This design comes from an exercise in tuning for small area, a short achievable clock period and few clock cycles on the open sky130 flow, not from production work.
At most, simulation tests tie the RTL to the original design; equivalence was not proved.
Power and IR drop assume default switching activity.

==> module divider1, before the edit <==
module divider1(quotient, valid_out, divisor, dividend, valid_in, rst, clk);
  output [63:0] quotient;
  output valid_out;
  input [63:0] divisor, dividend;
  input valid_in, rst, clk;
  localparam int K  = 3;                     
  localparam int DW = 67 + K;                
  localparam int JW = 5;                     
  logic          busy;
  logic          first;   
  logic          vo;
  logic [63:0]   rr;      
  logic [DW-1:0] nd;      
  logic          sbn;     
  logic [63:0]   rq;      
  logic          neg;     
  logic [JW-1:0] cnt;     
  assign valid_out = vo | quick;
  div_neg u_neg(.q(rq), .neg(neg), .y(quotient));
  wire        sa = dividend[63];
  wire        sb = divisor[63];
  wire [63:0] ma;
  div_abs u_abs(.a(dividend), .y(ma));
  wire [7:0]  t;
  wire        az, bz;
  div_len u_len(.a(dividend), .b(divisor), .t(t), .az(az), .bz(bz));
  logic [7:0]   tr;          
  logic         azr, bzr;    
  wire        zq = azr | (tr[7] & (tr != 8'hff));     
  wire        quick = first & (zq | bzr);              
  wire [JW-1:0] j0;
  div_ncyc #(.K(K), .JW(JW)) u_ncyc(.x(tr[6:0]), .j(j0));
  logic [DW-1:0] dsh;
  always_comb begin
    dsh = nd;
    for (int k = 0; k < JW; k++) if (first & j0[k]) dsh = (dsh << (K << k)) | ~({DW{1'b1}} << (K << k));
  end
  wire [DW-1:0] ndeff = dsh ^ {DW{first & sbn}};    
  function automatic logic [64:0] addc(input logic [DW-1:0] a, input logic [DW-1:0] b, input logic cin);
    logic [DW:0] g, p, G, P;
    g = {a & b, cin};
    p = {a ^ b, 1'b0};
    G = g; P = p;
    for (int l = 0; (1 << l) < DW + 1; l++) begin
      logic [DW:0] G2, P2;
      G2 = G; P2 = P;
      for (int i = 0; i < DW + 1; i++) begin
        if ((i >> l) & 1) begin
          G2[i] = G[i] | (P[i] & G[((i >> l) << l) - 1]);
          P2[i] = P[i] & P[((i >> l) << l) - 1];
        end
      end
      G = G2; P = P2;
    end
    addc[64] = G[DW];
    for (int i = 0; i < 64; i++) addc[i] = p[i+1] ^ G[i];
  endfunction
  logic [63:0]   rnext;
  logic [K-1:0]  qb;
  always_comb begin
    logic [63:0]   r;
    logic [64:0]   t;
    r = rr;
    for (int j = 0; j < K; j++) begin
      if (j == 0) t = addc({{(DW-64){1'b0}}, r}, nd, ~sbn);
      else        t = addc({{(DW-64){1'b0}}, r}, ~(~ndeff >> j), ~sbn);
      qb[K-1-j] = t[64] & ~(j == 0 && first);
      if (qb[K-1-j]) r = t[63:0];
    end
    rnext = r;
  end
  wire last = ((first ? j0 : cnt) == '0);
  always_ff @(posedge clk) begin
    if (rst) begin
      busy  <= 1'b0;
      first <= 1'b0;
      vo    <= 1'b0;
    end else if (!busy) begin
      busy  <= valid_in;
      first <= valid_in;
      vo    <= 1'b0;
    end else begin
      busy  <= ~last & ~quick;
      first <= 1'b0;
      vo    <= last & ~quick;
    end
  end
  always_ff @(posedge clk) begin
    if (!busy) begin
      rr    <= ma;
      nd    <= ~({{(DW-64){sb}}, divisor} << (K - 1));
      tr    <= t;
      azr   <= az;
      bzr   <= bz;
      sbn   <= sb;
      rq    <= {63'd0, bz};
      neg   <= bz ? ~sa : (sa ^ sb);
    end else begin
      rr    <= rnext;
      nd    <= ~(~ndeff >> K);
      cnt   <= (first ? j0 : cnt) - 1'b1;
      rq    <= {rq[63-K:0], qb};
    end
  end
endmodule
clock: 32.0 ns
lec_check: 0
cap_margin: 20
core_margin: 2
core_utilization: 40
slew_margin: 20
synth_hierarchical: 1
standard.sh (not shown) runs the stock make flow with config.mk's settings and CLKGATE_MAP_FILE= SYNTH_SCRIPT=/design/flow/synth_recipe.tcl, a recipe that flattens the netlist after the stock synthesis.
==> flow/flow/run.sh <==
#!/bin/bash
# Own flow: the standard layout (standard synthesis, floorplan, placement,
# CTS, routing); only the timing repair is asked to leave a setup margin,
# and port buffers use another buffer cell. Clock and constraints unchanged.
set -e
bash standard.sh SETUP_SLACK_MARGIN=22.5 "BUFFER_PORTS_ARGS=-buffer_cell sky130_fd_sc_hd__buf_1" finish > standard_finish.log 2>&1
Testbench counts at the start, summed over its fixed seeds: cycles 6,098.
Rerun with:
--- a/flow/design.v
+++ b/flow/design.v
@@ -76,18 +76,14 @@
   logic [7:0]   tr;          
   logic         azr, bzr;    
   wire        zq = azr | (tr[7] & (tr != 8'hff));     
   wire        quick = first & (zq | bzr);              
   wire [JW-1:0] j0;
   div_ncyc #(.K(K), .JW(JW)) u_ncyc(.x(tr[6:0]), .j(j0));
-  logic [DW-1:0] dsh;
-  always_comb begin
-    dsh = nd;
-    for (int k = 0; k < JW; k++) if (first & j0[k]) dsh = (dsh << (K << k)) | ~({DW{1'b1}} << (K << k));
-  end
-  wire [DW-1:0] ndeff = dsh ^ {DW{first & sbn}};    
+  wire [DW-1:0] ndeff;    
+  div_shift #(.K(K), .DW(DW), .JW(JW)) u_sh(.nd(nd), .amt(j0), .first(first), .sbn(sbn), .y(ndeff));
   function automatic logic [64:0] addc(input logic [DW-1:0] a, input logic [DW-1:0] b, input logic cin);
     logic [DW:0] g, p, G, P;
     g = {a & b, cin};
     p = {a ^ b, 1'b0};
     G = g; P = p;
     for (int l = 0; (1 << l) < DW + 1; l++) begin
@@ -182,12 +178,21 @@
     for (int i = 0; i < 128; i++) if (x == 7'(i)) j = JW'((((i + 1) % 128) + 1) / K);
   end
 endmodule
 module div_abs(input [63:0] a, output [63:0] y);
   assign y = a[63] ? (64'd0 - a) : a;
 endmodule
+module div_shift #(parameter int K = 3, parameter int DW = 70, parameter int JW = 5)
+  (input [DW-1:0] nd, input [JW-1:0] amt, input first, input sbn, output [DW-1:0] y);
+  logic [DW-1:0] dsh;
+  always_comb begin
+    dsh = nd;
+    for (int k = 0; k < JW; k++) if (first & amt[k]) dsh = (dsh << (K << k)) | ~({DW{1'b1}} << (K << k));
+  end
+  assign y = dsh ^ {DW{first & sbn}};
+endmodule
 module full_adder(S, Cout, A, B, Cin);
 	output S, Cout;
 	input A, B, Cin;
 	wire AB, AC, BC;
 	xor sum(S, A, B, Cin);
 	nand ab(AB, A, B);
After rerunning: The changed run completed with no timing, DRC or antenna violations. Via count goes down by 1.0%. Sequential power goes up by about 2%. Cell area goes down by 4.0%. First-iteration DRC count goes up by 1.7%. Area after synthesis goes up by 0.80%. Wire length goes down by about 8%. Hold slack improves by 17 ps. Setup slack improves by 74 ps. Synthesized cell count goes up by 3.9%. Register-to-register slack improves by 90 ps. Core utilization goes down by 2.2 points. Combinational power goes down by about 10%. Global-route usage goes down by 3.0 points. Non-clock buffer count goes down by 81.
Testbench counts after the change, summed over its fixed seeds: cycles 6,098.

---

Another version of the RTL of divider1 (not shown whole).
For scale: about 200 I/O pins, ~27000 sq um of cells after synthesis.
==> module divider1, before the edit <==
module divider1(quotient, valid_out, divisor, dividend, valid_in, rst, clk);
  output [63:0] quotient;
  output valid_out;
  input [63:0] divisor, dividend;
  input valid_in, rst, clk;
  localparam int K  = 3;                     
  localparam int DW = 67 + K;                
  localparam int JW = 5;                     
  logic          busy;
  logic          first;   
  logic          vo;
  logic [63:0]   rr;      
  logic [DW-1:0] nd;      
  logic          sbn;     
  logic [63:0]   rq;      
  logic          neg;     
  logic [JW-1:0] cnt;     
  assign valid_out = vo | quick;
  div_inc u_inc(.q(rq), .inc(neg), .y(quotient));
  wire        sa = dividend[63];
  wire        sb = divisor[63];
  wire [63:0] ma = sa ? (64'd0 - dividend) : dividend;
  wire [7:0]  t;
  wire        az, bz;
  div_len u_len(.a(dividend), .b(divisor), .t(t), .az(az), .bz(bz));
  wire        nneg = bz ? ~sa : (sa ^ sb);
  logic [7:0]   tr;          
  logic         azr, bzr;    
  wire        zq = azr | (tr[7] & (tr != 8'hff));     
  wire        quick = first & (zq | bzr);              
  function automatic logic [JW-1:0] ncyc(input logic [6:0] x);   
    ncyc = '0;
    for (int i = 0; i < 128; i++) if (x == 7'(i)) ncyc = JW'((((i + 1) % 128) + 1) / K);
  endfunction
  wire [JW-1:0] j0 = ncyc(tr[6:0]);
  logic [DW-1:0] dsh;
  always_comb begin
    dsh = nd;
    for (int k = 0; k < JW; k++) if (first & j0[k]) dsh = (dsh << (K << k)) | ~({DW{1'b1}} << (K << k));
  end
  wire [DW-1:0] ndeff = dsh ^ {DW{first & sbn}};    
  function automatic logic [64:0] addc(input logic [DW-1:0] a, input logic [DW-1:0] b, input logic cin);
    logic [DW:0] g, p, G, P;
    g = {a & b, cin};
    p = {a ^ b, 1'b0};
    G = g; P = p;
    for (int l = 0; (1 << l) < DW + 1; l++) begin
      logic [DW:0] G2, P2;
      G2 = G; P2 = P;
      for (int i = 0; i < DW + 1; i++) begin
        if ((i >> l) & 1) begin
          G2[i] = G[i] | (P[i] & G[((i >> l) << l) - 1]);
          P2[i] = P[i] & P[((i >> l) << l) - 1];
        end
      end
      G = G2; P = P2;
    end
    addc[64] = G[DW];
    for (int i = 0; i < 64; i++) addc[i] = p[i+1] ^ G[i];
  endfunction
  logic [63:0]   rnext;
  logic [K-1:0]  qb;
  always_comb begin
    logic [63:0]   r;
    logic [64:0]   t;
    r = rr;
    for (int j = 0; j < K; j++) begin
      if (j == 0) t = addc({{(DW-64){1'b0}}, r}, nd, ~sbn);
      else        t = addc({{(DW-64){1'b0}}, r}, ~(~ndeff >> j), ~sbn);
      qb[K-1-j] = t[64] & ~(j == 0 && first);
      if (qb[K-1-j]) r = t[63:0];
    end
    rnext = r;
  end
  wire last = ((first ? j0 : cnt) == '0);
  always_ff @(posedge clk) begin
    if (rst) begin
      busy  <= 1'b0;
      first <= 1'b0;
      vo    <= 1'b0;
    end else if (!busy) begin
      busy  <= valid_in;
      first <= valid_in;
      vo    <= 1'b0;
    end else begin
      busy  <= ~last & ~quick;
      first <= 1'b0;
      vo    <= last & ~quick;
    end
  end
  always_ff @(posedge clk) begin
    if (!busy) begin
      rr    <= ma;
      nd    <= ~({{(DW-64){sb}}, divisor} << (K - 1));
      tr    <= t;
      azr   <= az;
      bzr   <= bz;
      sbn   <= sb;
      rq    <= {{63{nneg}}, bz ^ nneg};
      neg   <= nneg;
    end else begin
      rr    <= rnext;
      nd    <= ~(~ndeff >> K);
      cnt   <= (first ? j0 : cnt) - 1'b1;
      rq    <= {rq[63-K:0], qb ^ {K{neg}}};
    end
  end
endmodule
==> module div_inc, before the edit <==
module div_inc(input [63:0] q, input inc, output [63:0] y);
  assign y = q + {63'd0, inc};
endmodule
clock: 32.0 ns
lec_check: 0
cap_margin: 20
core_margin: 2
core_utilization: 40
slew_margin: 20
synth_hierarchical: 1
==> flow/flow/run.sh <==
#!/bin/bash
# Own flow: the standard layout (standard synthesis, floorplan, placement,
# CTS, routing); only the timing repair is asked to leave a setup margin,
# and port buffers use another buffer cell. Clock and constraints unchanged.
set -e
bash standard.sh SETUP_SLACK_MARGIN=21.5 "BUFFER_PORTS_ARGS=-buffer_cell sky130_fd_sc_hd__buf_1" finish > standard_finish.log 2>&1
Change:
--- a/flow/design.v
+++ b/flow/design.v
@@ -62,20 +62,19 @@
   logic [DW-1:0] nd;      
   logic          sbn;     
   logic [63:0]   rq;      
   logic          neg;     
   logic [JW-1:0] cnt;     
   assign valid_out = vo | quick;
-  div_inc u_inc(.q(rq), .inc(neg), .y(quotient));
+  div_neg u_neg(.q(rq), .neg(neg), .y(quotient));
   wire        sa = dividend[63];
   wire        sb = divisor[63];
   wire [63:0] ma = sa ? (64'd0 - dividend) : dividend;
   wire [7:0]  t;
   wire        az, bz;
   div_len u_len(.a(dividend), .b(divisor), .t(t), .az(az), .bz(bz));
-  wire        nneg = bz ? ~sa : (sa ^ sb);
   logic [7:0]   tr;          
   logic         azr, bzr;    
   wire        zq = azr | (tr[7] & (tr != 8'hff));     
   wire        quick = first & (zq | bzr);              
   function automatic logic [JW-1:0] ncyc(input logic [6:0] x);   
     ncyc = '0;
@@ -142,24 +141,24 @@
       rr    <= ma;
       nd    <= ~({{(DW-64){sb}}, divisor} << (K - 1));
       tr    <= t;
       azr   <= az;
       bzr   <= bz;
       sbn   <= sb;
-      rq    <= {{63{nneg}}, bz ^ nneg};
-      neg   <= nneg;
+      rq    <= {63'd0, bz};
+      neg   <= bz ? ~sa : (sa ^ sb);
     end else begin
       rr    <= rnext;
       nd    <= ~(~ndeff >> K);
       cnt   <= (first ? j0 : cnt) - 1'b1;
-      rq    <= {rq[63-K:0], qb ^ {K{neg}}};
+      rq    <= {rq[63-K:0], qb};
     end
   end
 endmodule
-module div_inc(input [63:0] q, input inc, output [63:0] y);
-  assign y = q + {63'd0, inc};
+module div_neg(input [63:0] q, input neg, output [63:0] y);
+  assign y = neg ? (64'd0 - q) : q;
 endmodule
 module div_len(input [63:0] a, input [63:0] b, output [7:0] t, output az, output bz);
   function automatic logic [6:0] msb(input logic [63:0] x);
     logic [63:0] v; logic [5:0] p [64];
     for (int i = 0; i < 64; i++) begin v[i] = x[i]; p[i] = 6'(i); end
     for (int l = 0; l < 6; l++) begin
The changed run ran to the end with no violations.
Sequential power decreases slightly.
Worst setup slack improves by 130 ps.
Clock power decreases by a few percent.
Register-to-register slack improves by 130 ps.
Die area increases by a few percent.
Via count increases by a few percent.
Final cell count increases by a few percent.
Combinational power increases by about a fifth.
Cell area decreases slightly.
Synthesized area increases by a few percent.
Global-route usage is about the same.
Testbench counts after the change, summed over its fixed seeds: cycles 6,098.
Only the layout flow was run in the first run of this note; the RTL was not checked for function there.

==> port drivers added, routing unchanged <==
In the flow no input, the clock included, has a driving cell. The finished layouts below were timed again as built, in two steps. Step 1: set_driving_cell puts a clkbuf_16 on clk and a buf_2 on each other input, an assumption about the parent block. Step 2 adds t to the input delays and takes it off the output delays; t is the mean of the earliest and latest rising clock arrival at the registers after step 1. Input paths then give back, and output paths get back, about the clock's delay inside the block. Three values: ideal ports, drivers, drivers and shift; two values: the first two.
| run | t, ns | setup slack, ns | worst setup path after step 2 | worst slew at a driven data input, ns |
|---|---|---|---|---|
| the first run of note 1 | 0.671 | 22.528 / 22.516 / 21.886 | input to register | 0.07 |
| the second run of note 1 | 0.647 | 22.602 / 22.591 / 21.944 | input to register | 0.11 |
| the first run of note 2 | 0.633 | 21.618 / 21.618 / 21.081 | input to register | 0.12 |
| the second run of note 2 | 0.652 | 21.747 / 21.747 / 21.133 | input to register | 0.11 |
After both steps every run listed still meets setup and hold. For the second run of note 1, which loses most, drivers alone change the setup slack by -0.011 ns; drivers and shift together by -0.658 ns.
